This is an optimization exercise on Yosys and OpenROAD, whose aim is small area, not a production implementation.
At most, simulation tests tie the RTL to the original design; equivalence was not proved.
Only the layout flow was run in runs 2 and 3; the RTL was not checked for function there.
No activity file was given, so power comes from the tool's default toggle rates.

--- design/flow/run.sh ---
#!/bin/bash
# synth_recipe.tcl (not shown) runs the flow's synth.tcl, then flattens the netlist and writes it again
# the make line also repeats each setting of config.mk as NAME=value (left out here)
make -C /OpenROAD-flow-scripts/flow DESIGN_CONFIG=/design/flow/config.mk WORK_HOME=/design/flow/orfs CLKGATE_MAP_FILE= SYNTH_SCRIPT=/design/flow/synth_recipe.tcl finish
--- design/flow/config.mk ---
export PLATFORM = sky130hd
export DESIGN_NAME = decimation_filter
export DESIGN_NICKNAME = decimation_filter
export VERILOG_FILES = /design/flow/design.v
export SDC_FILE = /design/flow/constraint.sdc
export NUM_CORES = 4
export LEC_CHECK = 0
export CAP_MARGIN = 20
export CORE_MARGIN = 2
export CORE_UTILIZATION = 40
export SLEW_MARGIN = 20
--- design/flow/constraint.sdc ---
create_clock -name core_clock -period 10.0 [get_ports {mclk1}]
set_input_delay 2.0000 -clock core_clock [delete_from_list [all_inputs] [get_ports {mclk1}]]
set_output_delay 2.0000 -clock core_clock [all_outputs]
set_load 0.01 [all_outputs]
--- design/flow/design.v ---
module decimation_filter (
	input mclk1,
	input reset,
	input mdata1,
	output reg [15:0] DATA,
	output reg data_en,
	input [15:0] dec_rate );
function [36:0] radd;
	input [36:0] a, b;
	input cin;
	integer i;
	reg c;
	begin
		c = cin;
		for (i = 0; i < 37; i = i + 1) begin
			radd[i] = a[i] ^ b[i] ^ c;
			c = (a[i] & b[i]) | (c & (a[i] ^ b[i]));
		end
	end
endfunction
function rcarry;
	input [36:0] a, b;
	input cin;
	input integer k;
	integer i;
	reg c;
	begin
		c = cin;
		for (i = 0; i < 37; i = i + 1)
			if (i < k) c = (a[i] & b[i]) | (c & (a[i] ^ b[i]));
		rcarry = c;
	end
endfunction
wire [7:0] rs = dec_rate[12:5];
wire [11:0] mask = {|dec_rate[12:12], |dec_rate[12:11], |dec_rate[12:10], |dec_rate[12:9],
                    |dec_rate[12:8], |dec_rate[12:7], |dec_rate[12:6], 5'h1F};
function [23:0] kmux;
	input [7:0] s;
	input [23:0] k0, k1, k2, k3, k4, k5, k6, k7;
	kmux = ({24{s[0]}} & k0) | ({24{s[1]}} & k1) | ({24{s[2]}} & k2) | ({24{s[3]}} & k3)
	     | ({24{s[4]}} & k4) | ({24{s[5]}} & k5) | ({24{s[6]}} & k6) | ({24{s[7]}} & k7);
endfunction
wire [23:0] wa_rst = kmux(rs, 24'd120, 24'd496, 24'd2016, 24'd8128, 24'd32640, 24'd130816, 24'd523776, 24'd2096128);
wire [23:0] wb_rst = kmux(rs, 24'd768, 24'd3072, 24'd12288, 24'd49152, 24'd196608, 24'd786432, 24'd3145728, 24'd12582912);
wire [23:0] wc_rst = kmux(rs, 24'd136, 24'd528, 24'd2080, 24'd8256, 24'd32896, 24'd131328, 24'd524800, 24'd2098176);
wire [23:0] wa_0 = kmux(rs, 24'd528, 24'd2080, 24'd8256, 24'd32896, 24'd131328, 24'd524800, 24'd2098176, 24'd8390656);
wire [23:0] wb_0 = kmux(rs, 24'd496, 24'd2016, 24'd8128, 24'd32640, 24'd130816, 24'd523776, 24'd2096128, 24'd8386560);
localparam K = 12;      
reg [11:0] p;           
reg [23:0] wa, wb;      
reg [22:0] wc;          
reg [1:0] xd;           
reg [36:0] y0;
reg [35:0] y1;
reg [33:0] y2;
reg c0, c1, c2;         
reg [15:0] f1, f2;      
wire x = xd[1];
wire z = (p == 12'd0);            
wire last = &(p | ~mask);         
wire [11:0] mhi = mask & ~{1'b0, mask[11:1]};     
wire p_top = |(p & mhi);                          
wire [23:0] da = {12'hFFF, p | ~mask};
wire [23:0] db;
genvar gi;
generate
	for (gi = 0; gi < 24; gi = gi + 1) begin : g_db
		if (gi == 0) assign db[gi] = 1'b1;
		else if (gi <= 11) assign db[gi] = mask[gi] ? ~p[gi-1] : p_top;
		else assign db[gi] = p_top;
	end
endgenerate
always @(posedge mclk1) begin
	if (reset) begin
		p <= {dec_rate[12:2], 1'b1};
		data_en <= 1'b0;
		xd <= 2'b00;
		wa <= wa_rst;
		wb <= wb_rst;
		wc <= wc_rst[22:0];
	end else begin
		p <= radd({25'h0, p}, 37'd0, 1'b1) & mask;
		data_en <= z;
		xd <= {xd[0], mdata1};
		if (last) begin
			wa <= wa_0;
			wb <= wb_0;
			wc <= 23'd0;
		end else begin
			wa <= radd({13'h0, wa}, {13'h0, da}, 1'b0);
			wb <= radd({13'h0, wb}, {13'h0, db}, 1'b1);
			wc <= radd({14'h0, wc}, {25'h0, p}, 1'b0);
		end
	end
end
wire xz = x & z;
wire xn = x & ~z;
wire [23:0] a0 = {24{xn}} & wa;
wire [23:0] a1 = ({24{xz}} & wa) | ({24{xn}} & wb);
wire [23:0] a2 = ({24{xz}} & wb) | ({24{xn}} & {1'b0, wc});
wire [36:0] b0 = data_en ? {1'b0, y1} : y0;
wire bc0 = data_en ? c1 : c0;
wire [35:0] b1 = data_en ? {2'b00, y2} : y1;
wire bc1 = data_en ? c2 : c1;
wire [33:0] b2 = data_en ? 34'd0 : y2;
wire bc2 = data_en ? 1'b0 : c2;
always @(posedge mclk1) begin
	if (reset) begin
		y0 <= 37'd0;  c0 <= 1'b0;
		y1 <= 36'd0;  c1 <= 1'b0;
		y2 <= 34'd0;  c2 <= 1'b0;
	end else begin
		y0[K-1:0] <= radd(b0, {13'h0, a0}, 1'b0);
		c0        <= rcarry(b0, {13'h0, a0}, 1'b0, K);
		y0[36:K]  <= radd(b0 >> K, {13'h0, a0} >> K, bc0);
		y1[K-1:0] <= radd({1'b0, b1}, {13'h0, a1}, 1'b0);
		c1        <= rcarry({1'b0, b1}, {13'h0, a1}, 1'b0, K);
		y1[35:K]  <= radd({1'b0, b1} >> K, {13'h0, a1} >> K, bc1);
		y2[K-1:0] <= radd({3'h0, b2}, {13'h0, a2}, 1'b0);
		c2        <= rcarry({3'h0, b2}, {13'h0, a2}, 1'b0, K);
		y2[33:K]  <= radd({3'h0, b2} >> K, {13'h0, a2} >> K, bc2);
	end
end
wire [15:0] word =
	  ({16{rs[0]}} & {y0[14:0], 1'b0}) | ({16{rs[1]}} & y0[17:2])  | ({16{rs[2]}} & y0[20:5])
	| ({16{rs[3]}} & y0[23:8])         | ({16{rs[4]}} & y0[26:11]) | ({16{rs[5]}} & y0[29:14])
	| ({16{rs[6]}} & y0[32:17])        | ({16{rs[7]}} & y0[35:20])
	| {16{|(rs & {y0[36], y0[33], y0[30], y0[27], y0[24], y0[21], y0[18], y0[15]})}};
always @(posedge mclk1) begin
	if (reset) begin
		f1 <= 16'd0;
		f2 <= 16'd0;
		DATA <= 16'd0;
	end else if (data_en) begin
		f1 <= word;
		f2 <= f1;
		DATA <= f2;
	end
end
endmodule
==> results of run 1 <==
final cells by class:
cell class / count / share of cell area [%]
clock buffer: 39 / 5.39
clock inverter: 12 / 1.28
inverter: 91 / 2.21
multi-input combinational: 949 / 52.3
sequential: 243 / 31.5
tap: 448 / 3.62
timing repair buffer: 67 / 3.76
flip-flops by register name (all words and copies together), names as in the netlist, 2 cells and up:
signal  flops
wb         23
y2         34
xd          2
f2         16
wc         23
DATA       16
f1         16
y0         37
y1         36
p          12
wa         24
worst max-delay path: cells and delay by family:
family / cells / cell delay (ns)
multiplexers: 1 / 0.29
AO/OA/AOI/OAI: 3 / 0.40
XOR/XNOR: 2 / 0.32
buffers and inverters: 3 / 0.53
AND/OR/NAND/NOR: 1 / 0.55
adder cells (fa/ha/maj): 18 / 6.12
through the flow:
step	power, mW	std cells	util (%)	setup slack, ns	TNS [ns]
4_1_cts	2.97	1849	46.2	0.122	0
6_report	2.95	1849	46.3	0.219	0
2_1_floorplan	1.65	1381	-	-0.0397	-0.0397
5_1_grt	3.16	1849	46.3	0.0160	0
3_5_place_dp	1.83	1798	43.1	-0.432	-0.798
3_3_place_gp	1.82	1798	43.1	-0.406	-0.663
power by group through the flow:
stage	Clock (mW)	Sequential, mW	Combinational [mW]
floorplan	0	1.17	0.483
global placement	0	1.20	0.612
detailed placement	0	1.21	0.628
CTS	1.15	1.19	0.634
global route	1.20	1.20	0.758
finish	1.13	1.19	0.637
kinds of logic (layout without fill, tap and decap cells):
family                   Yosys count  after routing
AO/OA/AOI/OAI                    219            219
flip-flops                       243            243
multiplexers                     109            109
XOR/XNOR                           8              8
AND/OR/NAND/NOR                  431            431
adder cells (fa/ha/maj)          182            182
buffers and inverters            189            209
routing by layer:
metal	wire length, µm	vias up	share of wire (%)
li1	-	4670	-
met1	15300	4609	48
met2	13700	257	43
met3	1580	67	5.0
met4	1080	0	3.4
met5	0	-	0
final timing paths:
check	from	to
max	dec_rate[8]	wb[23]$_DFF_P_
max reg2reg	p[1]$_DFF_P_	y0[36]$_SDFF_PP0_
min	xd[0]$_SDFF_PP0_	xd[1]$_SDFF_PP0_
min reg2reg	xd[0]$_SDFF_PP0_	xd[1]$_SDFF_PP0_
placed cells by master (no fill, tap or decap), drive strengths merged, types with 8 or more instances in the layout:
cell / n
clkdlybuf4s50: 28
nand2: 129
buf: 38
dfxtp: 243
a221oi: 35
and3: 34
o311ai: 9
nor2b: 82
inv: 91
o21ai: 80
fa: 112
a21oi: 11
a311oi: 16
a22o: 36
ha: 70
o31ai: 8
nand2b: 24
mux2: 53
nor2: 136
clkbuf: 39
mux2i: 56
==> results.json, run 1 <==
{
  "status": "complete, no violations",
  "clk_pin_slew_ns": 0.06,
  "synthMuxAreaShare_pct": 8.53,
  "critPathMaxStageDelay_ns": 0.55,
  "synth_top_area_share_pct": 35.9,
  "hpwl_um": 22300,
  "cts_resized": 0,
  "synth_compound_area_share_pct": 11.5,
  "synth_area_leader_cell": "dfxtp_1",
  "synth_fp_nets": 1582,
  "multi_input_area_um2": 8090,
  "seqCellArea_um2": 4870,
  "synth_commonest_cells": "dfxtp_1, nor2_1, nand2_1, fa_1, inv_1",
  "dr.pass1.iters": 6,
  "power.density_nw_per_um2": 191,
  "clk_path_buf_depth": 3,
  "finalSetupViolCount": 0,
  "yosys.area_share.simple_pct": 15.2,
  "grt-busiest-layer": "met2",
  "core_area_um2": 33400,
  "start_kind": "primary input",
  "yosys_warnings": 1,
  "report.final.slew_viol_count": 0,
  "cts_max_level": 1,
  "fin_nets": 1581,
  "hold_slack_ns": 0.441,
  "post_cts_buffers": 0,
  "grt_max_degree": 97,
  "vdd_drop_max_mv": 0.128,
  "synth_top_family_by_area": "adder cells",
  "p_clk_share_pct": 38.1,
  "rsz0062_at_grt": "false",
  "cp.arrival_ns": 10.20,
  "vias_per_cell": 5.19,
  "root_buffer": "clkbuf_16",
  "fin_crit_ns": 9.78,
  "fmax_mhz": 102,
  "critPathSlowestCell": "or4b_4",
  "cts.sinks": 243,
  "drv_cap": 0,
  "switching_share_pct": 29.6,
  "die_w_um": 188,
  "num_io_pins": 36,
  "grt.met1_usage_pct": 26.3,
  "path_class": "primary input to flip-flop",
  "seqPwrFrac_pct": 40.3,
  "grt_usage_pct": 18.3,
  "grt_use_met2_pct": 28.2,
  "antenna_found_initial": 1,
  "place.gp.congestion": 0.835,
  "yosys.area_share.xor_xnor_pct": 0.517,
  "routed_wirelength_um": 31600,
  "drtIter0Drc": 781,
  "drc_errors": 0,
  "num_vias": 9603,
  "gr-total-overflow": 0,
  "wire_per_inst_um": 17.1,
  "yosysUniqueCellTypes": 53,
  "grt_pass1_vias": 9603,
  "finalCritPeriodShare_pct": 97.8,
  "synthAdderAreaFrac_pct": 23.0,
  "postLayoutCellArea_um2": 15500,
  "die_h_um": 188,
  "antenna-diode-count": 0,
  "hp-class": "flip-flop to flip-flop",
  "worstMarginPinSlew_ns": 0.970,
  "grt_pass1_wl_um": 52400,
  "initial_utilization_pct": 40.5,
  "synth-seq-cells": 243,
  "postCtsHoldBufs": 0,
  "ant_nets": 0,
  "synthCells": 1381,
  "met3_usage_pct": 2.51,
  "critical_path_required_ns": 10.42,
  "cts_tree": "built",
  "io_buffer_count": 30,
  "yosysMostFrequentCell": "dfxtp_1",
  "switchingPower_mw": 0.874,
  "synth-edff-count": 0,
  "combPwrFrac_pct": 21.6,
  "total_leakage_power_nw": 6.31,
  "p_int_mw": 2.08,
  "place_area_um2": 14400,
  "insertion_delay_ns": 0.54,
  "avgSynthCellArea_um2": 9.82,
  "fin_skew_ns": 0.00941,
  "r2r_slack_ns": 0.90,
  "drive_gt1_share_pct": 12.3,
  "synth.area.top_cells": "dfxtp_1, fa_1, ha_1",
  "endpoint_kind": "flip-flop",
  "whs_path_depth": 1,
  "cpMostUsedCell": "fa_2",
  "ys_async_sr_fraction_pct": 0,
  "critPathMaxFanout": 2,
  "syn_area_um2": 13600,
  "yosysSeqAreaShare_pct": 35.9,
  "finalHoldViolCount": 0,
  "syn2layout_area_growth_pct": 14.1,
  "cts_buffers": 28,
  "fillCellCount": 3096,
  "ys.flop_type": "dfxtp_1",
  "num_rows": 67,
  "reg2reg_depth": 31,
  "maxSlewHeadroom_pct": 35.3,
  "die-area_um2": 35400
}
==> run 2: changes to the inputs <==
--- a/design/flow/design.v
+++ b/design/flow/design.v
@@ -54,7 +54,7 @@
 reg [35:0] y1;
 reg [33:0] y2;
 reg c0, c1, c2;         
-reg [15:0] f1, f2;      
+reg [15:0] f1, f2, fd;  
 wire x = xd[1];
 wire z = (p == 12'd0);            
 wire last = &(p | ~mask);         
@@ -126,15 +126,21 @@
 	| ({16{rs[3]}} & y0[23:8])         | ({16{rs[4]}} & y0[26:11]) | ({16{rs[5]}} & y0[29:14])
 	| ({16{rs[6]}} & y0[32:17])        | ({16{rs[7]}} & y0[35:20])
 	| {16{|(rs & {y0[36], y0[33], y0[30], y0[27], y0[24], y0[21], y0[18], y0[15]})}};
+wire mv = (p[11:4] == 8'd1);
+reg [1:0] nw;           
 always @(posedge mclk1) begin
-	if (reset) begin
-		f1 <= 16'd0;
-		f2 <= 16'd0;
-		DATA <= 16'd0;
-	end else if (data_en) begin
-		f1 <= word;
-		f2 <= f1;
-		DATA <= f2;
-	end
+	f1 <= {(mv ? fd[0] : f1[0]), f1[15:1]};
+	f2 <= {(mv ? f1[0] : f2[0]), f2[15:1]};
+	if (data_en)
+		fd <= {word[0], word[15:1]};
+	else
+		fd <= {(mv ? f2[0] : fd[0]), fd[15:1]};
 end
+always @(posedge mclk1) begin
+	if (reset)
+		nw <= 2'd0;
+	else if (data_en && !(&nw))
+		nw <= nw + 2'd1;
+end
+always @(*) DATA = fd & {16{&nw}};
 endmodule
--- a/design/flow/config.mk
+++ b/design/flow/config.mk
@@ -7,5 +7,6 @@
 export LEC_CHECK = 0
 export CAP_MARGIN = 20
 export CORE_MARGIN = 2
-export CORE_UTILIZATION = 40
+export CORE_UTILIZATION = 60
+export CTS_BUF_LIST = sky130_fd_sc_hd__clkbuf_4 sky130_fd_sc_hd__clkbuf_8
 export SLEW_MARGIN = 20
==> run 2 against run 1 <==
Net effect: critical path depth grew 1; core utilization is 22 points higher; setup slack better by 0.088 ns; final area is 2.6% lower; die area down 33%; clock power decreased by 13%; global-route usage is 9.9 points higher; combinational power rose by 8.5%; clock-buffer cell count grew 25; final cell count decreased by 9.7%; flip-flop and latch count up 2; critical path type unchanged; fmax increased by 0.91%; still clean on timing, DRC and antenna.
==> results.json, run 2 <==
{
  "yosys.area_share.xor_xnor_pct": 0.585,
  "yosysUniqueCellTypes": 44,
  "drtIter0Drc": 622,
  "drv_cap": 0,
  "crit_buf_inv": 4,
  "root_buffer": "clkbuf_8",
  "insertion_delay_ns": 0.57,
  "core_area_um2": 22000,
  "dr.pass1.iters": 7,
  "die_h_um": 154,
  "antenna-diode-count": 0,
  "synth.area.top_cells": "dfxtp_1, fa_1, ha_1",
  "synth_compound_area_share_pct": 9.10,
  "synthMuxAreaShare_pct": 9.94,
  "final_cell_mix": "dfxtp_1, nor2_1, fa_1, inv_1, nand2_1",
  "critPathMaxStageDelay_ns": 0.56,
  "grt_max_degree": 91,
  "synth-edff-count": 0,
  "yosysSeqAreaShare_pct": 36.4,
  "routed_wirelength_um": 32300,
  "vias_per_cell": 5.78,
  "avgSynthCellArea_um2": 10.1,
  "wire_per_inst_um": 19.4,
  "report.final.slew_viol_count": 0,
  "power.density_nw_per_um2": 191,
  "top_register": "y0",
  "antenna_found_initial": 0,
  "hp-class": "flip-flop to flip-flop",
  "rsz0062_at_grt": "false",
  "status": "complete, no violations",
  "place.gp.congestion": 0.913,
  "num_io_pins": 36,
  "cts_buffers": 43,
  "cp.arrival_ns": 10.11,
  "critical_path_required_ns": 10.42,
  "finalSetupViolCount": 0,
  "syn_area_um2": 13500,
  "grt_pass1_wl_um": 52400,
  "ys_async_sr_fraction_pct": 0,
  "die_w_um": 154,
  "ys.flop_type": "dfxtp_1",
  "hpwl_um": 22900,
  "grt_usage_pct": 28.2,
  "vdd_drop_max_mv": 0.162,
  "critical-path-top-delay-family": "adder cells",
  "maxSlewHeadroom_pct": 33.6,
  "critPathMaxFanout": 2,
  "initial_utilization_pct": 61.4,
  "yosysMostFrequentCell": "dfxtp_1",
  "fmax_mhz": 103,
  "cts_tree": "built",
  "final_util_pct": 68.6,
  "synth_area_leader_cell": "dfxtp_1",
  "drive_gt1_share_pct": 15.5,
  "synth_top_area_share_pct": 36.4,
  "ant_nets": 0,
  "finalCritPeriodShare_pct": 96.9,
  "syn2layout_area_growth_pct": 11.8,
  "yosys.area_share.simple_pct": 15.3,
  "synth_commonest_cells": "dfxtp_1, fa_1, nor2_1, inv_1, nand2_1",
  "synth_fp_nets": 1533,
  "fin_skew_ns": 0.0195,
  "drc_errors": 0,
  "postLayoutCellArea_um2": 15100,
  "gr-total-overflow": 0,
  "worstMarginPinSlew_ns": 0.987,
  "largest_register_ffs": 37,
  "critPathSlowestCell": "or4_4",
  "finalHoldViolCount": 0,
  "synthAdderAreaFrac_pct": 23.2,
  "io_buffer_count": 30,
  "fin_crit_ns": 9.69,
  "post_cts_buffers": 0,
  "total_leakage_power_nw": 6.58,
  "clk_path_buf_depth": 3,
  "grt_pass1_vias": 9648,
  "clk_pin_slew_ns": 0.06,
  "die-area_um2": 23700,
  "cpMostUsedCell": "fa_2",
  "num_rows": 54,
  "synthCells": 1331,
  "num_vias": 9646,
  "yosys_warnings": 1,
  "start_kind": "primary input",
  "reg.largest.list": "y0: 37 flops, y1: 36 flops, y2: 34 flops",
  "synth_top_family_by_area": "adder cells",
  "fin_nets": 1561,
  "synth-seq-cells": 245,
  "cts_max_level": 2,
  "mostFrequentLayoutCell": "dfxtp_1",
  "place_area_um2": 14100,
  "cts.sinks": 245,
  "path_class": "primary input to flip-flop",
  "endpoint_kind": "flip-flop"
}
==> run 2: cell types whose count changed after synthesis, sizes merged, moves of 27 or more <==
cell	previous run	this run
a22oi	0	66
o21ai	80	41
nand2	129	92
a221oi	35	0
nor2	136	103
a22o	36	7
clkbuf	83	56
==> run 2: repair_timing <==
action,CTS,global route
hold buffers,0,0
setup endpoints to repair,0,1
gates resized for setup,0,3
==> run 2: kinds of logic after synthesis <==
kind of cell | count (synthesis)
buffers and inverters | 183
AO/OA/AOI/OAI | 178
AND/OR/NAND/NOR | 408
multiplexers | 125
adder cells (fa/ha/maj) | 183
XOR/XNOR | 9
flip-flops | 245
==> run 2: worst paths after layout <==
path                                     start           endpoint  slack (ns)  depth (start not counted)
worst max-delay path              dec_rate[12]     wb[23]$_DFF_P_        0.31                         29
worst max register to register    p[8]$_DFF_P_  y0[35]$_SDFF_PP0_        0.47                         29
worst min-delay path            f1[13]$_DFF_P_     f1[12]$_DFF_P_        0.33                          0
worst min register to register  f1[13]$_DFF_P_     f1[12]$_DFF_P_        0.33                          0
==> run 2: layer usage <==
| layer | vias to the layer above | global-route usage, % | share of wire (%) |
|---|---|---|---|
| met5 | - | 0 | 0 |
| li1 | 4559 | - | - |
| met2 | 356 | 41.8 | 42 |
| met1 | 4633 | 40.2 | 47 |
| met3 | 98 | 4.93 | 6.0 |
| met4 | 0 | 13.8 | 5.1 |
==> run 2: metrics by stage <==
step / cells / power (mW) / setup WS, ns / hold slack [ns] / TNS (ns)
2_1_floorplan: 1331 / 1.70 / 0.0301 / 0.310 / 0
3_3_place_gp: 1594 / 1.87 / -0.481 / 0.312 / -0.749
3_5_place_dp: 1594 / 1.90 / -0.512 / 0.312 / -0.815
4_1_cts: 1669 / 2.88 / 0.0775 / 0.326 / 0
5_1_grt: 1669 / 3.06 / 0.0460 / 0.330 / 0
6_report: 1669 / 2.87 / 0.307 / 0.326 / 0
==> run 2: cell type report <==
class                   instances  area (µm²)
well taps                     280         350
clock buffers                  64         837
clock inverters                11        86.3
flip-flops and latches        245        4910
fillers                      1771        6890
repair buffers                 73         627
inverters                      93         349
multi-input cells             903        7910
==> run 2: worst register-to-register path: cells and delay by family (launching register included) <==
family,cells,cell delay (ns)
adders and majority gates,24,7.21
and+or+nand+nor,5,1.80
DFF,1,0.36
==> run 2: power by group <==
group	internal, mW	switching, mW
logic	0.304	0.387
registers	1.11	0.0962
clock network	0.562	0.419
==> run 3: changes to the inputs <==
--- a/design/flow/design.v
+++ b/design/flow/design.v
@@ -50,12 +50,13 @@
 reg [23:0] wa, wb;      
 reg [22:0] wc;          
 reg [1:0] xd;           
+reg [1:0] rd;           
 reg [36:0] y0;
 reg [35:0] y1;
 reg [33:0] y2;
 reg c0, c1, c2;         
 reg [15:0] f1, f2, fd;  
-wire x = xd[1];
+wire x = xd[1] & ~reset;
 wire z = (p == 12'd0);            
 wire last = &(p | ~mask);         
 wire [11:0] mhi = mask & ~{1'b0, mask[11:1]};     
@@ -98,18 +99,16 @@
 wire [23:0] a0 = {24{xn}} & wa;
 wire [23:0] a1 = ({24{xz}} & wa) | ({24{xn}} & wb);
 wire [23:0] a2 = ({24{xz}} & wb) | ({24{xn}} & {1'b0, wc});
-wire [36:0] b0 = data_en ? {1'b0, y1} : y0;
-wire bc0 = data_en ? c1 : c0;
-wire [35:0] b1 = data_en ? {2'b00, y2} : y1;
-wire bc1 = data_en ? c2 : c1;
-wire [33:0] b2 = data_en ? 34'd0 : y2;
-wire bc2 = data_en ? 1'b0 : c2;
+wire sh = data_en | reset | rd[0] | rd[1];
+wire [36:0] b0 = sh ? {1'b0, y1} : y0;
+wire bc0 = sh ? c1 : c0;
+wire [35:0] b1 = sh ? {2'b00, y2} : y1;
+wire bc1 = sh ? c2 : c1;
+wire [33:0] b2 = sh ? 34'd0 : y2;
+wire bc2 = sh ? 1'b0 : c2;
+always @(posedge mclk1) rd <= {rd[0], reset};
 always @(posedge mclk1) begin
-	if (reset) begin
-		y0 <= 37'd0;  c0 <= 1'b0;
-		y1 <= 36'd0;  c1 <= 1'b0;
-		y2 <= 34'd0;  c2 <= 1'b0;
-	end else begin
+	begin
 		y0[K-1:0] <= radd(b0, {13'h0, a0}, 1'b0);
 		c0        <= rcarry(b0, {13'h0, a0}, 1'b0, K);
 		y0[36:K]  <= radd(b0 >> K, {13'h0, a0} >> K, bc0);
==> run 3 against run 2 <==
Net effect: final cell count is 6.4% lower; sequential share of layout area is 1.6 points higher; final area is 3.9% lower; sequential power is 5% higher; via count is 9.0% lower; clock power is 5.3% lower; hold slack worse by 0.0015 ns; global-route usage is 0.82 points lower.
==> results.json, run 3 <==
{
  "status": "complete, no violations",
  "report.final.slew_viol_count": 0,
  "root_buffer": "clkbuf_8",
  "yosysUniqueCellTypes": 57,
  "gr-total-overflow": 0,
  "top_register": "y0",
  "fin_skew_ns": 0.0145,
  "grt_pass1_wl_um": 47600,
  "synthCells": 1213,
  "largest_register_ffs": 37,
  "rsz0062_at_grt": "false",
  "start_kind": "primary input",
  "critPathMaxFanout": 4,
  "cts.sinks": 247,
  "seqPwrFrac_pct": 45.3,
  "hold_slack_ns": 0.325,
  "total_leakage_power_nw": 6.37,
  "cts_max_level": 2,
  "num_io_pins": 36,
  "ys.flop_type": "dfxtp_1",
  "synth-seq-cells": 247,
  "die-area_um2": 22600,
  "drc_errors": 0,
  "p_int_mw": 1.92,
  "post_cts_buffers": 0,
  "die_h_um": 150,
  "wire_per_inst_um": 18.9,
  "hp-class": "flip-flop to flip-flop",
  "combPwrFrac_pct": 21.4,
  "switching_share_pct": 31.0,
  "synth_top_area_share_pct": 38.6,
  "yosysMostFrequentCell": "dfxtp_1",
  "fin_nets": 1462,
  "num_vias": 8778,
  "final_util_pct": 68.9,
  "clk_pin_slew_ns": 0.06,
  "critical_path_required_ns": 10.39,
  "die_w_um": 150,
  "postCtsHoldBufs": 0,
  "reg.largest.list": "y0: 37 flops, y1: 36 flops, y2: 34 flops",
  "worst_slack_ns": 0.261,
  "routed_wirelength_um": 29600,
  "critical-path-top-delay-family": "adder cells",
  "drv_cap": 0,
  "dpl.cell_count": 1490,
  "vdd_drop_max_mv": 0.145,
  "cts_buffers": 42,
  "initial_utilization_pct": 61.0,
  "mostFrequentLayoutCell": "dfxtp_1",
  "hpwl_um": 21900,
  "maxSlewHeadroom_pct": 44.7,
  "grt_max_degree": 66,
  "place_area_um2": 13600,
  "drive_gt1_share_pct": 16.6,
  "yosys_warnings": 1,
  "p_clk_share_pct": 33.3,
  "postLayoutCellArea_um2": 14500,
  "fin_crit_ns": 9.74,
  "clk_path_buf_depth": 3,
  "fillCellCount": 1653,
  "insertion_delay_ns": 0.54,
  "ys_async_sr_fraction_pct": 0,
  "fmax_mhz": 103,
  "cpMostUsedCell": "fa_2",
  "num_rows": 53,
  "switchingPower_mw": 0.863,
  "layout.cells.non_filler": 1562,
  "vias_per_cell": 5.62,
  "yosysSeqAreaShare_pct": 38.6,
  "cp.arrival_ns": 10.13,
  "critPathMaxStageDelay_ns": 0.44,
  "io_buffer_count": 30,
  "path_class": "primary input to flip-flop",
  "dr.pass1.iters": 5,
  "synth_area_leader_cell": "dfxtp_1",
  "antenna-diode-count": 0,
  "endpoint_kind": "flip-flop",
  "finalCritPeriodShare_pct": 97.4,
  "finalSetupViolCount": 0,
  "syn2layout_area_growth_pct": 12.9,
  "final_cell_mix": "dfxtp_1, inv_1, a22oi_1, fa_1, ha_1",
  "finalHoldViolCount": 0,
  "syn_area_um2": 12800,
  "worstMarginPinSlew_ns": 0.827,
  "power.density_nw_per_um2": 193,
  "avgSynthCellArea_um2": 10.6,
  "synth_commonest_cells": "dfxtp_1, inv_1, fa_1, a22oi_1, ha_1",
  "drtIter0Drc": 587,
  "antenna_found_initial": 0,
  "critPathSlowestCell": "or3_4",
  "grt_usage_pct": 27.4,
  "ant_nets": 0,
  "synth.area.top_cells": "dfxtp_1, fa_1, ha_1",
  "synth_fp_nets": 1415,
  "grt_pass1_vias": 8717,
  "synth-edff-count": 0,
  "cts_tree": "built",
  "place.gp.congestion": 0.933,
  "dp_worst_setup_slack_ns": -0.545,
  "core_area_um2": 21000,
  "crit_buf_inv": 4
}
-- run 3: timing repair --
action / 4_1_cts / 5_1_grt
hold endpoints to repair: 0 / 0
endpoints found under the setup margin: 0 / 2
resized for setup: 0 / 8
-- run 3: final timing paths --
| kind | slack, ns | end | cells past startpoint | startpoint |
|---|---|---|---|---|
| setup / recovery | 0.26 | wb[23]$_DFF_P_ | 29 | dec_rate[11] |
| setup reg to reg | 0.77 | y0[36]$_DFF_P_ | 31 | p[11]$_DFF_P_ |
| hold / removal | 0.32 | f1[12]$_DFF_P_ | 0 | f1[13]$_DFF_P_ |
| hold reg to reg | 0.32 | f1[12]$_DFF_P_ | 0 | f1[13]$_DFF_P_ |
-- run 3: cells by family (layout without fill, tap and decap cells) --
logic type,Yosys count,in the layout,synth area share (%)
buffers and inverters,212,286,6.63
xor gates and xnor gates,9,9,0.615
and+or+nand+nor,260,260,10.6
AOI/OAI and AO/OA,221,221,12.3
muxes,81,81,6.85
DFF,247,247,38.6
adders and majority gates,183,183,24.4
-- run 3: through the flow --
step,setup TNS (ns),power [mW]
after global routing,0,2.97
after global placement,-1.05,1.85
after floorplan,0,1.67
final,0,2.79
after CTS,0,2.81
after detailed placement,-1.22,1.87
-- run 3: power by group through the flow --
stage,Sequential (mW),Clock [mW],Combinational [mW]
final,1.26,0.929,0.596
after global routing,1.27,0.994,0.703
after CTS,1.26,0.952,0.599
after detailed placement,1.28,0,0.593
after global placement,1.28,0,0.570
after floorplan,1.21,0,0.461
-- run 3: routing by layer --
metal / track usage (%) / wire, µm / up-vias
li1: - / - / 4238
met1: 41.1 / 14400 / 4148
met2: 40.7 / 12700 / 320
met3: 4.55 / 1800 / 72
met4: 8.25 / 765 / 0
met5: 0 / 0 / -
-- run 3: area by class of cell --
type                    instances  area [µm²]  share of cell area, %
clock inverters                 4        30.0                  0.207
flip-flops and latches        247        4940                   34.2
clock buffers                  67         841                   5.81
multi-input cells             754        7130                   49.3
repair buffers                 78         669                   4.62
inverters                     137         514                   3.55
well taps                     275         344                   2.38
==> run 4: changes to the inputs <==
--- a/design/flow/design.v
+++ b/design/flow/design.v
@@ -32,8 +32,11 @@
 	end
 endfunction
 wire [7:0] rs = dec_rate[12:5];
-wire [11:0] mask = {|dec_rate[12:12], |dec_rate[12:11], |dec_rate[12:10], |dec_rate[12:9],
-                    |dec_rate[12:8], |dec_rate[12:7], |dec_rate[12:6], 5'h1F};
+reg [6:0] mr;
+always @(posedge mclk1)
+	mr <= {|dec_rate[12:12], |dec_rate[12:11], |dec_rate[12:10], |dec_rate[12:9],
+	       |dec_rate[12:8], |dec_rate[12:7], |dec_rate[12:6]};
+wire [11:0] mask = {mr, 5'h1F};
 function [23:0] kmux;
 	input [7:0] s;
 	input [23:0] k0, k1, k2, k3, k4, k5, k6, k7;
@@ -45,18 +48,18 @@
 wire [23:0] wc_rst = kmux(rs, 24'd136, 24'd528, 24'd2080, 24'd8256, 24'd32896, 24'd131328, 24'd524800, 24'd2098176);
 wire [23:0] wa_0 = kmux(rs, 24'd528, 24'd2080, 24'd8256, 24'd32896, 24'd131328, 24'd524800, 24'd2098176, 24'd8390656);
 wire [23:0] wb_0 = kmux(rs, 24'd496, 24'd2016, 24'd8128, 24'd32640, 24'd130816, 24'd523776, 24'd2096128, 24'd8386560);
-localparam K = 12;      
+localparam K = 13;      
 reg [11:0] p;           
 reg [23:0] wa, wb;      
 reg [22:0] wc;          
 reg [1:0] xd;           
-reg [1:0] rd;           
+reg [2:0] rd;           
 reg [36:0] y0;
 reg [35:0] y1;
 reg [33:0] y2;
 reg c0, c1, c2;         
 reg [15:0] f1, f2, fd;  
-wire x = xd[1] & ~reset;
+wire x = xd[1];
 wire z = (p == 12'd0);            
 wire last = &(p | ~mask);         
 wire [11:0] mhi = mask & ~{1'b0, mask[11:1]};     
@@ -99,14 +102,14 @@
 wire [23:0] a0 = {24{xn}} & wa;
 wire [23:0] a1 = ({24{xz}} & wa) | ({24{xn}} & wb);
 wire [23:0] a2 = ({24{xz}} & wb) | ({24{xn}} & {1'b0, wc});
-wire sh = data_en | reset | rd[0] | rd[1];
+wire sh = data_en | rd[0] | rd[1] | rd[2];
 wire [36:0] b0 = sh ? {1'b0, y1} : y0;
 wire bc0 = sh ? c1 : c0;
 wire [35:0] b1 = sh ? {2'b00, y2} : y1;
 wire bc1 = sh ? c2 : c1;
 wire [33:0] b2 = sh ? 34'd0 : y2;
 wire bc2 = sh ? 1'b0 : c2;
-always @(posedge mclk1) rd <= {rd[0], reset};
+always @(posedge mclk1) rd <= {rd[1:0], reset};
 always @(posedge mclk1) begin
 	begin
 		y0[K-1:0] <= radd(b0, {13'h0, a0}, 1'b0);
==> run 4 against run 3 <==
Net effect: setup slack better by 0.32 ns; highest routed layer unchanged; combinational power up 1%; critical path depth down 1.
==> results.json, run 4 <==
{
  "num_vias": 8808,
  "drtIter0Drc": 684,
  "drv_cap": 0,
  "cts_tree": "built",
  "cpMostUsedCell": "fa_1",
  "num_rows": 53,
  "avgSynthCellArea_um2": 10.7,
  "place_area_um2": 13400,
  "synth_fp_nets": 1402,
  "insertion_delay_ns": 0.57,
  "dr.pass1.iters": 5,
  "die_h_um": 150,
  "num_io_pins": 36,
  "synthCells": 1200,
  "gr-total-overflow": 0,
  "critPathMaxStageDelay_ns": 0.41,
  "finalSetupViolCount": 0,
  "fmax_mhz": 106,
  "yosysMostFrequentCell": "dfxtp_1",
  "reg.largest.list": "y0: 37 flops, y1: 36 flops, y2: 34 flops",
  "dpl.cell_count": 1457,
  "drive_gt1_share_pct": 13.4,
  "wire_per_inst_um": 18.8,
  "mostFrequentLayoutCell": "dfxtp_1",
  "worstMarginPinSlew_ns": 0.832,
  "finalHoldViolCount": 0,
  "largest_register_ffs": 37,
  "r2r_start": "wb[1]$_SDFF_PP0_",
  "yosysSeqAreaShare_pct": 39.8,
  "syn2layout_area_growth_pct": 12.0,
  "cts.sinks": 255,
  "rsz0062_at_grt": "false",
  "layout.cells.non_filler": 1536,
  "rr_endpoint": "wb[23]$_DFF_P_",
  "place.gp.congestion": 0.895,
  "critPathSlowestCell": "fa_1",
  "switchingPower_mw": 0.937,
  "grt_usage_pct": 26.9,
  "hold_path_end": "f1[13]$_DFF_P_",
  "routed_wirelength_um": 28900,
  "ys.flop_type": "dfxtp_1",
  "synth_top_area_share_pct": 39.8,
  "hpwl_um": 20400,
  "critical_path_required_ns": 10.47,
  "maxSlewHeadroom_pct": 44.0,
  "synth_area_leader_cell": "dfxtp_1",
  "whs_path_depth": 0,
  "die-area_um2": 22600,
  "cts_max_level": 2,
  "synth-edff-count": 0,
  "grt_pass1_vias": 8749,
  "grt_pass1_wl_um": 47300,
  "report.final.slew_viol_count": 0,
  "yosys_warnings": 1,
  "status": "complete, no violations",
  "cts_buffers": 44,
  "start_kind": "flip-flop",
  "finalCritPeriodShare_pct": 94.2,
  "top_register": "y0",
  "fin_nets": 1430,
  "core_area_um2": 21000,
  "antenna-diode-count": 0,
  "post_cts_buffers": 0,
  "ant_nets": 0,
  "fin_skew_ns": 0.0188,
  "syn_area_um2": 12800,
  "initial_utilization_pct": 61.1,
  "fin_crit_ns": 9.42,
  "ys_async_sr_fraction_pct": 0,
  "p_clk_share_pct": 35.8,
  "synth.area.top_cells": "dfxtp_1, fa_1, ha_1",
  "p_int_mw": 2.10,
  "postCtsHoldBufs": 0,
  "yosysUniqueCellTypes": 56,
  "final_cell_mix": "dfxtp_1, inv_1, fa_1, a22oi_1, ha_1",
  "clk_path_buf_depth": 3,
  "cts_resized": 0,
  "synth_commonest_cells": "dfxtp_1, inv_1, fa_1, a22oi_1, ha_1",
  "power.density_nw_per_um2": 211,
  "clk_pin_slew_ns": 0.06,
  "grt_max_degree": 69,
  "tns_ns": 0,
  "path_class": "flip-flop to flip-flop",
  "die_w_um": 150,
  "vias_per_cell": 5.73,
  "total_leakage_power_nw": 6.30,
  "switching_share_pct": 30.8,
  "hp-class": "flip-flop to flip-flop",
  "vdd_drop_max_mv": 0.163,
  "root_buffer": "clkbuf_8",
  "cp.arrival_ns": 9.89,
  "io_buffer_count": 30,
  "r2r_slack_ns": 0.58,
  "drc_errors": 0,
  "antenna_found_initial": 0,
  "critPathMaxFanout": 3,
  "postLayoutCellArea_um2": 14400,
  "combPwrFrac_pct": 19.8,
  "holdCritStartpoint": "f1[14]$_DFF_P_",
  "seqPwrFrac_pct": 44.4,
  "reg2reg_depth": 28,
  "endpoint_kind": "flip-flop",
  "synth-seq-cells": 255
}
run 4: cell count changes in the layout (fill, tap and decap cells not counted), sizes merged, moves of 4 or more:
cell	change
buf	-28
nor2	-12
clkinv	+9
clkbuf	-8
dfxtp	+8
a21oi	-6
bufinv	+6
nor2b	+6
o21ai	+6
nand3	+5
clkdlybuf4s50	+4
dlymetal6s2s	-4
o311ai	+4
run 4: per-layer routing:
layer | wire length (µm) | share of wire, % | GRT usage [%]
met4 | 856 | 3.0 | 10.0
met1 | 13700 | 48 | 39.6
met2 | 12400 | 43 | 39.0
met5 | 0 | 0 | 0
met3 | 1910 | 6.6 | 5.76
run 4: critical path: cells and delay by family (launching register included):
family | cells | cell delay, ns
AND/OR/NAND/NOR | 1 | 0.22
adder cells (fa/ha/maj) | 22 | 8.22
buffers and inverters | 3 | 0.19
XOR/XNOR | 1 | 0.18
AO/OA/AOI/OAI | 1 | 0.19
flip-flops | 1 | 0.36
run 4: worst max path at each step:
stage | start | to | slack (ns) | cells past startpoint
floorplan | wb[1]$_SDFF_PP0_ | wb[23]$_DFF_P_ | 1.06 | 28
global placement | wb[1]$_SDFF_PP0_ | wb[23]$_DFF_P_ | 0.75 | 28
detailed placement | wb[1]$_SDFF_PP0_ | wb[23]$_DFF_P_ | 0.62 | 28
CTS | wb[1]$_SDFF_PP0_ | wb[23]$_DFF_P_ | 0.60 | 28
global route | wb[1]$_SDFF_PP0_ | wb[23]$_DFF_P_ | 0.26 | 28
finish | wb[1]$_SDFF_PP0_ | wb[23]$_DFF_P_ | 0.58 | 28
run 4: area by class of cell:
cell class	instances	area, µm²
multi-input cells	737	6950
fillers	1653	6640
flip-flops and latches	255	5100
clock buffers	60	763
inverters	141	529
repair buffers	49	438
well taps	275	344
clock inverters	19	253
run 4: metrics by stage:
| step | power (mW) | setup WS (ns) | hold slack, ns | util [%] |
|---|---|---|---|---|
| after floorplan | 1.76 | 1.06 | 0.310 | - |
| after global placement | 1.93 | 0.749 | 0.312 | 63.6 |
| after detailed placement | 1.97 | 0.623 | 0.312 | 63.6 |
| after CTS | 3.05 | 0.601 | 0.324 | 68.4 |
| after global routing | 3.24 | 0.257 | 0.334 | 68.4 |
| final | 3.04 | 0.584 | 0.326 | 68.4 |
run 4: power by group through the flow:
stage          logic, mW  registers (mW)  clock network (mW)
2_1_floorplan      0.478            1.28                   0
3_3_place_gp       0.576            1.36                   0
3_5_place_dp       0.604            1.36                   0
4_1_cts            0.607            1.34                1.11
5_1_grt            0.720            1.36                1.15
6_report           0.603            1.35                1.09
run 4: cells by family after synthesis:
kind of cell	count (synthesis)	synth area share [%]
XOR/XNOR	8	0.546
flip-flops	255	39.8
AND/OR/NAND/NOR	252	10.1
AO/OA/AOI/OAI	215	12.1
adder cells (fa/ha/maj)	183	24.4
multiplexers	79	6.68
buffers and inverters	208	6.46
==> run 5: changes to the inputs <==
==> design/flow/flow/run.sh (new file) <==
#!/bin/bash
# Standard ORFS layout (the standard.sh) with two changes:
#  - clock tree synthesis without dummy loads, with small leaf buffers;
#  - port buffers of the smallest buffer cell.
# The make output goes to flow.log in the work folder; ORFS keeps each
# step's own log under orfs/logs.
set -euo pipefail
export CTS_ARGS="-sink_clustering_enable -repair_clock_nets -dont_use_dummy_load -buf_list {sky130_fd_sc_hd__clkbuf_4 sky130_fd_sc_hd__clkbuf_8} -sink_clustering_size 16 -sink_clustering_max_diameter 50"
export BUFFER_PORTS_ARGS="-buffer_cell sky130_fd_sc_hd__buf_1"
bash standard.sh > flow.log 2>&1
==> design/flow/standard.sh (new file) <==
#!/bin/bash
# synth_recipe.tcl (not shown) runs the flow's synth.tcl, then flattens the netlist and writes it again
# the make line also repeats each setting of config.mk as NAME=value (left out here)
make -C /OpenROAD-flow-scripts/flow DESIGN_CONFIG=/design/flow/config.mk WORK_HOME=/design/flow/orfs CLKGATE_MAP_FILE= SYNTH_SCRIPT=/design/flow/synth_recipe.tcl "${@:-finish}"
--- a/design/flow/config.mk
+++ b/design/flow/config.mk
@@ -7,6 +7,6 @@
 export LEC_CHECK = 0
 export CAP_MARGIN = 20
 export CORE_MARGIN = 2
-export CORE_UTILIZATION = 60
-export CTS_BUF_LIST = sky130_fd_sc_hd__clkbuf_4 sky130_fd_sc_hd__clkbuf_8
+export CORE_UTILIZATION = 75
+export GPL_TIMING_DRIVEN = 0
 export SLEW_MARGIN = 20
removed: design/flow/run.sh
==> run 5 against run 4 <==
Net effect: still clean; global-route usage increased by 12 points; register-to-register slack got worse by 0.32 ns; sequential power about the same; clock power decreased by 46%; sequential share of layout area increased by 2.0 points; first-iteration DRC count increased by 85%; synthesized cell count unchanged; critical path depth unchanged; non-clock buffer count increased by 47; setup slack got worse by 0.32 ns; final area decreased by 5.4%; wire length increased by 18%; critical endpoint unchanged; largest cell class unchanged; largest power group unchanged; highest routed layer unchanged.
==> results.json, run 5 <==
{
  "status": "complete, no violations",
  "grt_pass1_wl_um": 53900,
  "antenna-diode-count": 0,
  "endpoint_kind": "flip-flop",
  "cp.arrival_ns": 10.20,
  "num_vias": 9466,
  "ant_nets": 0,
  "critPathMaxFanout": 3,
  "grt_usage_pct": 39.2,
  "top_register": "y0",
  "rsz0062_at_grt": "false",
  "critPathMaxStageDelay_ns": 0.43,
  "antenna_found_initial": 0,
  "postCtsHoldBufs": 0,
  "routed_wirelength_um": 34100,
  "fmax_mhz": 103,
  "num_rows": 47,
  "synth_area_leader_cell": "dfxtp_1",
  "start_kind": "flip-flop",
  "drtIter0Drc": 1264,
  "largest_register_ffs": 37,
  "final_cell_mix": "dfxtp_1, inv_1, fa_1, a22oi_1, ha_1",
  "cp-startpoint": "wb[1]$_SDFF_PP0_",
  "drc_errors": 0,
  "path_class": "flip-flop to flip-flop",
  "vdd_drop_max_mv": 0.155,
  "syn2layout_area_growth_pct": 5.99,
  "report.final.slew_viol_count": 0,
  "power.density_nw_per_um2": 190,
  "synth_commonest_cells": "dfxtp_1, inv_1, fa_1, a22oi_1, ha_1",
  "wire_per_inst_um": 23.1,
  "dpl.cell_count": 1449,
  "fin_crit_ns": 9.74,
  "total_leakage_power_nw": 5.98,
  "die-area_um2": 18200,
  "cts_resized": 0,
  "fin_nets": 1461,
  "switchingPower_mw": 0.876,
  "critical_path_required_ns": 10.47,
  "hpwl_um": 26400,
  "layout.cells.non_filler": 1477,
  "finalCritPeriodShare_pct": 97.4,
  "ys_async_sr_fraction_pct": 0,
  "tns_ns": 0,
  "place.gp.congestion": 1.01,
  "synth-edff-count": 0,
  "p_int_mw": 1.71,
  "dr.pass1.iters": 7,
  "hp-class": "flip-flop to flip-flop",
  "synthCells": 1200,
  "final_util_pct": 81.8,
  "holdCritStartpoint": "f2[11]$_DFF_P_",
  "syn_area_um2": 12800,
  "post_cts_buffers": 0,
  "combPwrFrac_pct": 25.2,
  "ys.flop_type": "dfxtp_1",
  "yosysUniqueCellTypes": 56,
  "root_buffer": "clkbuf_8",
  "cts_buffers": 28,
  "maxSlewHeadroom_pct": 39.5,
  "vias_per_cell": 6.41,
  "reg.largest.list": "y0: 37 flops, y1: 36 flops, y2: 34 flops",
  "critPathSlowestCell": "fa_1",
  "cpMostUsedCell": "fa_1",
  "grt_pass1_vias": 10100,
  "hold_slack_ns": 0.317,
  "drv_cap": 0,
  "finalPower_mw": 2.58,
  "seqPwrFrac_pct": 52.2,
  "worstMarginPinSlew_ns": 0.903,
  "r2r_start": "wb[1]$_SDFF_PP0_",
  "finalSetupViolCount": 0,
  "io_buffer_count": 29,
  "p_clk_share_pct": 22.7,
  "die_w_um": 135,
  "yosys_warnings": 1,
  "yosysSeqAreaShare_pct": 39.8,
  "synth_fp_nets": 1402,
  "initial_utilization_pct": 77.1,
  "clk_pin_slew_ns": 0.10,
  "insertion_delay_ns": 0.57,
  "die_h_um": 135,
  "grt_max_degree": 17,
  "cts_tree": "built",
  "avgSynthCellArea_um2": 10.7,
  "mostFrequentLayoutCell": "dfxtp_1",
  "synth_top_area_share_pct": 39.8,
  "core_area_um2": 16600,
  "yosysMostFrequentCell": "dfxtp_1",
  "synth-seq-cells": 255,
  "synth.area.top_cells": "dfxtp_1, fa_1, ha_1",
  "drive_gt1_share_pct": 9.31,
  "finalHoldViolCount": 0,
  "switching_share_pct": 33.9,
  "cts_max_level": 1,
  "gr-total-overflow": 0,
  "fillCellCount": 1043,
  "clk_path_buf_depth": 3,
  "cts.sinks": 255,
  "fin_skew_ns": 0.0433,
  "num_io_pins": 36
}
-- run 5: cell counts after synthesis --
No cell type changed its count.
-- run 5: cell type report --
cell class | instances | area (µm²) | area share (%)
Tap cell | 220 | 275 | 2.02
Timing Repair Buffer | 29 | 109 | 0.800
Clock buffer | 28 | 385 | 2.83
Buffer | 67 | 300 | 2.21
Inverter | 141 | 529 | 3.89
Multi-Input combinational cell | 737 | 6900 | 50.7
Sequential cell | 255 | 5100 | 37.5
-- run 5: worst paths after layout --
kind,cells past startpoint,to,slack [ns]
max reg2reg,28,wb[23]$_DFF_P_,0.26
min,0,f2[10]$_DFF_P_,0.32
min reg2reg,0,f2[10]$_DFF_P_,0.32
max,28,wb[23]$_DFF_P_,0.26
-- run 5: cells by family after synthesis --
family          synth area share [%]
simple gates                    10.1
xor+xnor                       0.546
compound gates                  12.1
flops                           39.8
buf+inv                         6.46
fa+ha+maj                       24.4
mux                             6.68
-- run 5: worst max-delay path, delay by kind of cell (launching register included) --
kind | cells | cell delay (ns)
buffers and inverters | 3 | 0.21
and+or+nand+nor | 1 | 0.22
DFF | 1 | 0.36
xor gates and xnor gates | 1 | 0.18
adders and majority gates | 22 | 8.40
AOI/OAI and AO/OA | 1 | 0.28
-- run 5: per-layer routing --
layer	GRT usage, %	routed length, µm	vias to the layer above	part of all wire (%)
met3	7.55	3300	151	9.7
met4	20.1	1900	0	5.6
met2	64.4	15900	563	47
met5	0	0	-	0
li1	-	-	4189	-
met1	49.8	13000	4563	38
-- run 5: metrics by stage --
step / instance area [µm²] / worst slack (ns)
2_1_floorplan: 12800 / 1.06
3_3_place_gp: 13200 / 0.570
3_5_place_dp: 13200 / 0.334
4_1_cts: 13600 / 0.305
5_1_grt: 13600 / 0.0362
6_report: 13600 / 0.264
-- run 5: power by group through the flow --
stage                     Sequential [mW]  Clock (mW)  Combinational [mW]
after floorplan                      1.28           0               0.478
after global placement               1.35           0               0.585
after detailed placement             1.36           0               0.638
after CTS                            1.33       0.585               0.645
after global routing                 1.36       0.624               0.744
final                                1.35       0.585               0.650
==> run 6: changes to the inputs <==
==> design/flow/flow/run.sh (replaced) <==
#!/bin/bash
# Standard ORFS layout (the standard.sh) with two changes:
#  - clock tree synthesis without dummy loads, with small leaf buffers;
#  - port buffers of the smallest buffer cell.
# The make output goes to flow.log in the work folder; ORFS keeps each
# step's own log under orfs/logs.
set -euo pipefail
export CTS_ARGS="-sink_clustering_enable -repair_clock_nets -dont_use_dummy_load -buf_list {sky130_fd_sc_hd__clkbuf_4 sky130_fd_sc_hd__clkbuf_8} -sink_clustering_size 20 -sink_clustering_max_diameter 60"
export BUFFER_PORTS_ARGS="-buffer_cell sky130_fd_sc_hd__buf_1"
bash standard.sh > flow.log 2>&1
--- a/design/flow/config.mk
+++ b/design/flow/config.mk
@@ -7,6 +7,5 @@
 export LEC_CHECK = 0
 export CAP_MARGIN = 20
 export CORE_MARGIN = 2
-export CORE_UTILIZATION = 75
-export GPL_TIMING_DRIVEN = 0
+export CORE_UTILIZATION = 50
 export SLEW_MARGIN = 20
==> run 6 against run 5 <==
Net effect: combinational power is 8.0% lower; register-to-register slack better by 0.33 ns; area after synthesis stayed put; sequential share of layout area is 0.087 points higher; hold slack worse by 0.021 ns; global-route usage is 18 points lower; first-iteration DRC count is 53% lower; die area is 48% higher; setup slack better by 0.33 ns; flip-flop and latch count stayed put; final cell count is 4.0% higher.
==> results.json, run 6 <==
{
  "synth_top_area_share_pct": 39.8,
  "top_register": "y0",
  "r2r_slack_ns": 0.59,
  "final_cell_mix": "dfxtp_1, inv_1, fa_1, a22oi_1, ha_1",
  "largest_register_ffs": 37,
  "rr_endpoint": "wb[23]$_DFF_P_",
  "vdd_drop_max_mv": 0.150,
  "num_io_pins": 36,
  "synth_fp_nets": 1402,
  "dr.pass1.iters": 6,
  "cts.sinks": 255,
  "place.gp.congestion": 0.891,
  "clk_path_buf_depth": 3,
  "ys_async_sr_fraction_pct": 0,
  "endpoint_kind": "flip-flop",
  "die_w_um": 164,
  "finalSetupViolCount": 0,
  "vias_per_cell": 5.50,
  "yosysSeqAreaShare_pct": 39.8,
  "r2r_start": "wb[1]$_SDFF_PP0_",
  "path_class": "flip-flop to flip-flop",
  "synth.area.top_cells": "dfxtp_1, fa_1, ha_1",
  "fin_skew_ns": 0.0448,
  "fillCellCount": 2220,
  "root_buffer": "clkbuf_8",
  "whs_path_depth": 0,
  "postCtsHoldBufs": 0,
  "grt_max_degree": 69,
  "reg.largest.list": "y0: 37 flops, y1: 36 flops, y2: 34 flops",
  "die_h_um": 164,
  "rsz0062_at_grt": "false",
  "start_kind": "flip-flop",
  "initial_utilization_pct": 51.0,
  "critical-path-top-delay-family": "adder cells",
  "syn_area_um2": 12800,
  "total_leakage_power_nw": 5.87,
  "drv_cap": 0,
  "holdCritStartpoint": "f1[10]$_DFF_P_",
  "num_rows": 58,
  "synthCells": 1200,
  "drtIter0Drc": 599,
  "yosysUniqueCellTypes": 56,
  "finalPower_mw": 2.46,
  "grt_usage_pct": 21.3,
  "cts_resized": 0,
  "reg2reg_depth": 28,
  "clk_pin_slew_ns": 0.11,
  "fin_nets": 1410,
  "wire_per_inst_um": 18.0,
  "cts_max_level": 1,
  "fmax_mhz": 106,
  "gr-total-overflow": 0,
  "critical_path_required_ns": 10.44,
  "ant_nets": 0,
  "tns_ns": 0,
  "finalCritPeriodShare_pct": 94.1,
  "hp-class": "flip-flop to flip-flop",
  "worstMarginPinSlew_ns": 0.973,
  "die-area_um2": 27000,
  "finalHoldViolCount": 0,
  "grt_pass1_vias": 8270,
  "drive_gt1_share_pct": 9.45,
  "io_buffer_count": 30,
  "mostFrequentLayoutCell": "dfxtp_1",
  "syn2layout_area_growth_pct": 5.75,
  "switchingPower_mw": 0.815,
  "synth-edff-count": 0,
  "final_util_pct": 53.9,
  "grt_pass1_wl_um": 45000,
  "p_clk_share_pct": 21.4,
  "antenna-diode-count": 0,
  "maxSlewHeadroom_pct": 34.6,
  "ys.flop_type": "dfxtp_1",
  "cts_buffers": 23,
  "cp.arrival_ns": 9.85,
  "routed_wirelength_um": 27700,
  "status": "complete, no violations",
  "switching_share_pct": 33.1,
  "power.density_nw_per_um2": 182,
  "drc_errors": 0,
  "synth_commonest_cells": "dfxtp_1, inv_1, fa_1, a22oi_1, ha_1",
  "yosysMostFrequentCell": "dfxtp_1",
  "fin_crit_ns": 9.41,
  "critPathMaxStageDelay_ns": 0.41,
  "critPathMaxFanout": 3,
  "cpMostUsedCell": "fa_1",
  "core_area_um2": 25200,
  "antenna_found_initial": 0,
  "cts_tree": "built",
  "hpwl_um": 20300,
  "hold_path_end": "f1[9]$_DFF_P_",
  "critPathSlowestCell": "fa_1",
  "p_int_mw": 1.65,
  "avgSynthCellArea_um2": 10.7,
  "crit_buf_inv": 3,
  "synth_area_leader_cell": "dfxtp_1",
  "insertion_delay_ns": 0.56,
  "post_cts_buffers": 0,
  "combPwrFrac_pct": 24.2,
  "seqPwrFrac_pct": 54.4,
  "yosys_warnings": 1,
  "synth-seq-cells": 255,
  "num_vias": 8441,
  "report.final.slew_viol_count": 0
}
## run 6: cell counts after synthesis
No cell type changed its count.
## run 6: worst register-to-register path: cells and delay by family, from the launching register on
kind | cells | cell delay [ns]
buffers and inverters | 3 | 0.18
DFF | 1 | 0.36
and+or+nand+nor | 1 | 0.22
AOI/OAI and AO/OA | 1 | 0.18
adders and majority gates | 22 | 8.18
xor gates and xnor gates | 1 | 0.18
## run 6: cell families after synthesis
group                      Yosys count  synth area share [%]
AOI/OAI and AO/OA                  215                  12.1
muxes                               79                  6.68
adders and majority gates          183                  24.4
xor gates and xnor gates             8                 0.546
DFF                                255                  39.8
buffers and inverters              208                  6.46
and+or+nand+nor                    252                  10.1
## run 6: power groups by stage
| stage | sequential, mW | combinational, mW | clock, mW |
|---|---|---|---|
| 6_report | 1.34 | 0.598 | 0.527 |
| 5_1_grt | 1.36 | 0.704 | 0.585 |
| 4_1_cts | 1.34 | 0.603 | 0.551 |
| 3_5_place_dp | 1.36 | 0.601 | 0 |
| 3_3_place_gp | 1.36 | 0.577 | 0 |
| 2_1_floorplan | 1.28 | 0.478 | 0 |
## run 6: how the worst max path moves through the flow
stage	start	endpoint	slack [ns]	cells after the start
final	wb[1]$_SDFF_PP0_	wb[23]$_DFF_P_	0.59	28
after CTS	wb[1]$_SDFF_PP0_	wb[23]$_DFF_P_	0.63	28
after detailed placement	p[0]$_SDFF_PP1_	wb[23]$_DFF_P_	0.69	27
after floorplan	wb[1]$_SDFF_PP0_	wb[23]$_DFF_P_	1.06	28
after global routing	wb[1]$_SDFF_PP0_	wb[23]$_DFF_P_	0.34	28
after global placement	p[0]$_SDFF_PP1_	wb[23]$_DFF_P_	0.72	27
## run 6: area by class of cell
| type | instances | area, µm² | share of cell area [%] |
|---|---|---|---|
| clock buffer | 23 | 317 | 2.33 |
| timing repair buffer | 50 | 264 | 1.94 |
| tap | 330 | 413 | 3.04 |
| inverter | 141 | 529 | 3.90 |
| sequential | 255 | 5100 | 37.6 |
| multi-input combinational | 737 | 6950 | 51.2 |
## run 6: through the flow
stage | setup slack (ns) | area, µm² | instances | hold WS [ns]
5_1_grt | 0.343 | 13600 | 1536 | 0.305
3_5_place_dp | 0.686 | 13300 | 1513 | 0.312
4_1_cts | 0.629 | 13600 | 1536 | 0.300
2_1_floorplan | 1.06 | 12800 | 1200 | 0.310
6_report | 0.592 | 13600 | 1536 | 0.296
3_3_place_gp | 0.718 | 13300 | 1513 | 0.311
## run 6: per-layer routing
layer | vias up | routed length, µm | track usage, %
met5 | - | 0 | 0
met4 | 0 | 634 | 6.58
met3 | 49 | 1570 | 3.38
met2 | 261 | 11700 | 31.6
met1 | 4046 | 13800 | 31.9
li1 | 4085 | - | -
==> run 7: changes to the inputs <==
--- a/design/flow/config.mk
+++ b/design/flow/config.mk
@@ -7,5 +7,5 @@
 export LEC_CHECK = 0
 export CAP_MARGIN = 20
 export CORE_MARGIN = 2
-export CORE_UTILIZATION = 50
+export CORE_UTILIZATION = 60
 export SLEW_MARGIN = 20
==> run 7 against run 6 <==
Net effect: sequential share of layout area is 0.29 points higher; clock power is 4.2% lower; via count hardly changed; first-iteration DRC count is 13% higher; hold slack hardly changed; core utilization is 10 points higher; wire length is 1.1% higher; fmax hardly changed; die area is 16% lower; final area is 0.76% lower; critical path depth stayed put; critical path type unchanged; highest routed layer unchanged.
==> results.json, run 7 <==
{
  "top_register": "y0",
  "cts_tree": "built",
  "die-area_um2": 22600,
  "synth.area.top_cells": "dfxtp_1, fa_1, ha_1",
  "tns_ns": 0,
  "status": "complete, no violations",
  "path_class": "flip-flop to flip-flop",
  "grt_max_degree": 69,
  "ant_nets": 0,
  "synth_commonest_cells": "dfxtp_1, inv_1, fa_1, a22oi_1, ha_1",
  "post_cts_buffers": 0,
  "yosysUniqueCellTypes": 56,
  "synthCells": 1200,
  "synth-edff-count": 0,
  "cts_buffers": 21,
  "whs_path_depth": 0,
  "finalPower_mw": 2.44,
  "syn2layout_area_growth_pct": 4.94,
  "worstMarginPinSlew_ns": 0.749,
  "root_buffer": "clkbuf_8",
  "cp.arrival_ns": 9.84,
  "drive_gt1_share_pct": 9.23,
  "fin_nets": 1407,
  "hpwl_um": 20500,
  "critPathMaxFanout": 3,
  "mostFrequentLayoutCell": "dfxtp_1",
  "gr-total-overflow": 0,
  "finalSetupViolCount": 0,
  "critPathMaxStageDelay_ns": 0.40,
  "num_vias": 8449,
  "synth_top_area_share_pct": 39.8,
  "synth_compound_area_share_pct": 12.1,
  "endpoint_kind": "flip-flop",
  "ys_async_sr_fraction_pct": 0,
  "wire_per_inst_um": 18.9,
  "die_h_um": 150,
  "avgSynthCellArea_um2": 10.7,
  "start_kind": "flip-flop",
  "vdd_drop_max_mv": 0.135,
  "ys.flop_type": "dfxtp_1",
  "die_w_um": 150,
  "synth_fp_nets": 1402,
  "clk_path_buf_depth": 3,
  "synth_area_leader_cell": "dfxtp_1",
  "synth_top_family_by_area": "adder cells",
  "cp-startpoint": "wb[1]$_SDFF_PP0_",
  "place.gp.congestion": 0.876,
  "io_buffer_count": 30,
  "synthAdderAreaFrac_pct": 24.4,
  "insertion_delay_ns": 0.56,
  "grt_pass1_wl_um": 45400,
  "worst_slack_ns": 0.597,
  "r2r_start": "wb[1]$_SDFF_PP0_",
  "cts_max_level": 1,
  "power.density_nw_per_um2": 181,
  "fmax_mhz": 106,
  "yosys.area_share.xor_xnor_pct": 0.546,
  "report.final.slew_viol_count": 0,
  "critical_path_required_ns": 10.44,
  "final_cell_mix": "dfxtp_1, inv_1, fa_1, a22oi_1, ha_1",
  "yosysMostFrequentCell": "dfxtp_1",
  "num_io_pins": 36,
  "crit_end": "wb[23]$_DFF_P_",
  "reg.largest.list": "y0: 37 flops, y1: 36 flops, y2: 34 flops",
  "drc_errors": 0,
  "largest_register_ffs": 37,
  "maxSlewHeadroom_pct": 49.6,
  "cts_resized": 0,
  "yosys_warnings": 1,
  "core_area_um2": 21000,
  "fillCellCount": 1768,
  "fin_skew_ns": 0.0638,
  "vias_per_cell": 5.72,
  "rr_endpoint": "wb[23]$_DFF_P_",
  "antenna_found_initial": 0,
  "critPathSlowestCell": "fa_1",
  "routed_wirelength_um": 28000,
  "total_leakage_power_nw": 5.85,
  "grt_pass1_vias": 8439,
  "r2r_slack_ns": 0.60,
  "grt_usage_pct": 25.8,
  "dp_worst_setup_slack_ns": 0.659,
  "synth-seq-cells": 255,
  "num_rows": 53,
  "cts.sinks": 255,
  "finalCritPeriodShare_pct": 94.0,
  "drtIter0Drc": 677,
  "dr.pass1.iters": 5,
  "hp-class": "flip-flop to flip-flop",
  "antenna-diode-count": 0,
  "reg2reg_depth": 28,
  "yosysSeqAreaShare_pct": 39.8,
  "drv_cap": 0,
  "cpMostUsedCell": "fa_1",
  "clk_pin_slew_ns": 0.11,
  "finalHoldViolCount": 0,
  "rsz0062_at_grt": "false",
  "postCtsHoldBufs": 0,
  "synthMuxAreaShare_pct": 6.68,
  "initial_utilization_pct": 61.1,
  "fin_crit_ns": 9.40,
  "yosys.area_share.simple_pct": 10.1,
  "syn_area_um2": 12800
}
-- run 7: worst min-delay path by stage --
stage / start / endpoint / slack (ns)
after detailed placement: f1[13]$_DFF_P_ / f1[12]$_DFF_P_ / 0.31
after global placement: f2[8]$_DFF_P_ / f2[7]$_DFF_P_ / 0.31
after CTS: f1[15]$_DFF_P_ / f1[14]$_DFF_P_ / 0.30
final: f1[15]$_DFF_P_ / f1[14]$_DFF_P_ / 0.30
after global routing: f1[15]$_DFF_P_ / f1[14]$_DFF_P_ / 0.31
after floorplan: f1[1]$_DFF_P_ / f1[0]$_DFF_P_ / 0.31
-- run 7: through the flow --
step | area [µm²] | util (%) | hold slack (ns) | instances
5_1_grt | 13500 | 64.1 | 0.307 | 1478
4_1_cts | 13500 | 64.1 | 0.303 | 1478
3_5_place_dp | 13200 | 62.7 | 0.312 | 1457
3_3_place_gp | 13200 | 62.7 | 0.312 | 1457
6_report | 13500 | 64.1 | 0.296 | 1478
2_1_floorplan | 12800 | - | 0.310 | 1200
-- run 7: kinds of logic after synthesis --
family	count (synthesis)
flip-flops	255
buffers and inverters	208
XOR/XNOR	8
multiplexers	79
AND/OR/NAND/NOR	252
adder cells (fa/ha/maj)	183
AO/OA/AOI/OAI	215
-- run 7: worst max-delay path: cells and delay by family (launching register included) --
family | cells | cell delay [ns]
adder cells (fa/ha/maj) | 22 | 8.17
flip-flops | 1 | 0.37
AND/OR/NAND/NOR | 1 | 0.21
buffers and inverters | 3 | 0.18
XOR/XNOR | 1 | 0.17
AO/OA/AOI/OAI | 1 | 0.17
-- run 7: final cells by class --
type	count	area (µm²)	area share [%]
multi-input combinational	737	6950	51.6
timing repair buffer	49	256	1.90
tap	275	344	2.55
sequential	255	5100	37.9
clock buffer	21	289	2.15
inverter	141	529	3.93
-- run 7: metal layers --
layer  vias to the layer above  GRT usage [%]  routed length (µm)
li1                       4081              -                   -
met1                      4038           38.8               13700
met2                       267           37.6               11700
met3                        63           4.45                1710
met4                         0           8.73                 921
met5                         -              0                   0
-- run 7: report_power, final --
group	internal [mW]	switching, mW
Combinational	0.274	0.326
Sequential	1.17	0.169
Clock	0.189	0.317
Total	1.63	0.812

[re-timing with driven ports]
The flow's constraints put no driver on any port. The routed layouts listed below were extracted and timed again, unchanged, in two steps.
Step 1, drivers: a clkbuf_16 drives mclk1 and a buf_2 each remaining input, both assumed.
Step 2, shift: input delay + t, output delay - t, t = (earliest + latest rising clock arrival at the registers) / 2. This alone moves slack from input paths to output paths.
Three values: no drivers, after step 1, after step 2; two values: the first two.
run | shift t [ns] | setup WS [ns] | slew at the worst register clock pin (ns)
run 1 | 0.587 | 0.219 / 0.250 / -0.337 | 0.06 / 0.06
run 2 | 0.600 | 0.307 / 0.330 / -0.270 | 0.07 / 0.07
run 3 | 0.575 | 0.261 / 0.284 / -0.292 | 0.07 / 0.07
run 4 | 0.598 | 0.584 / 0.584 / 0.584 | 0.07 / 0.07
run 5 | 0.593 | 0.264 / 0.264 / 0.264 | 0.10 / 0.10
run 6 | 0.578 | 0.592 / 0.592 / 0.592 | 0.11 / 0.11
run 7 | 0.575 | 0.597 / 0.597 / 0.597 | 0.12 / 0.12
Met with ideal ports but missed after step 2: setup timing in run 1, run 2 and run 3. For run 2, which loses most, drivers alone change the setup slack by +0.023 ns; drivers and shift together by -0.577 ns.
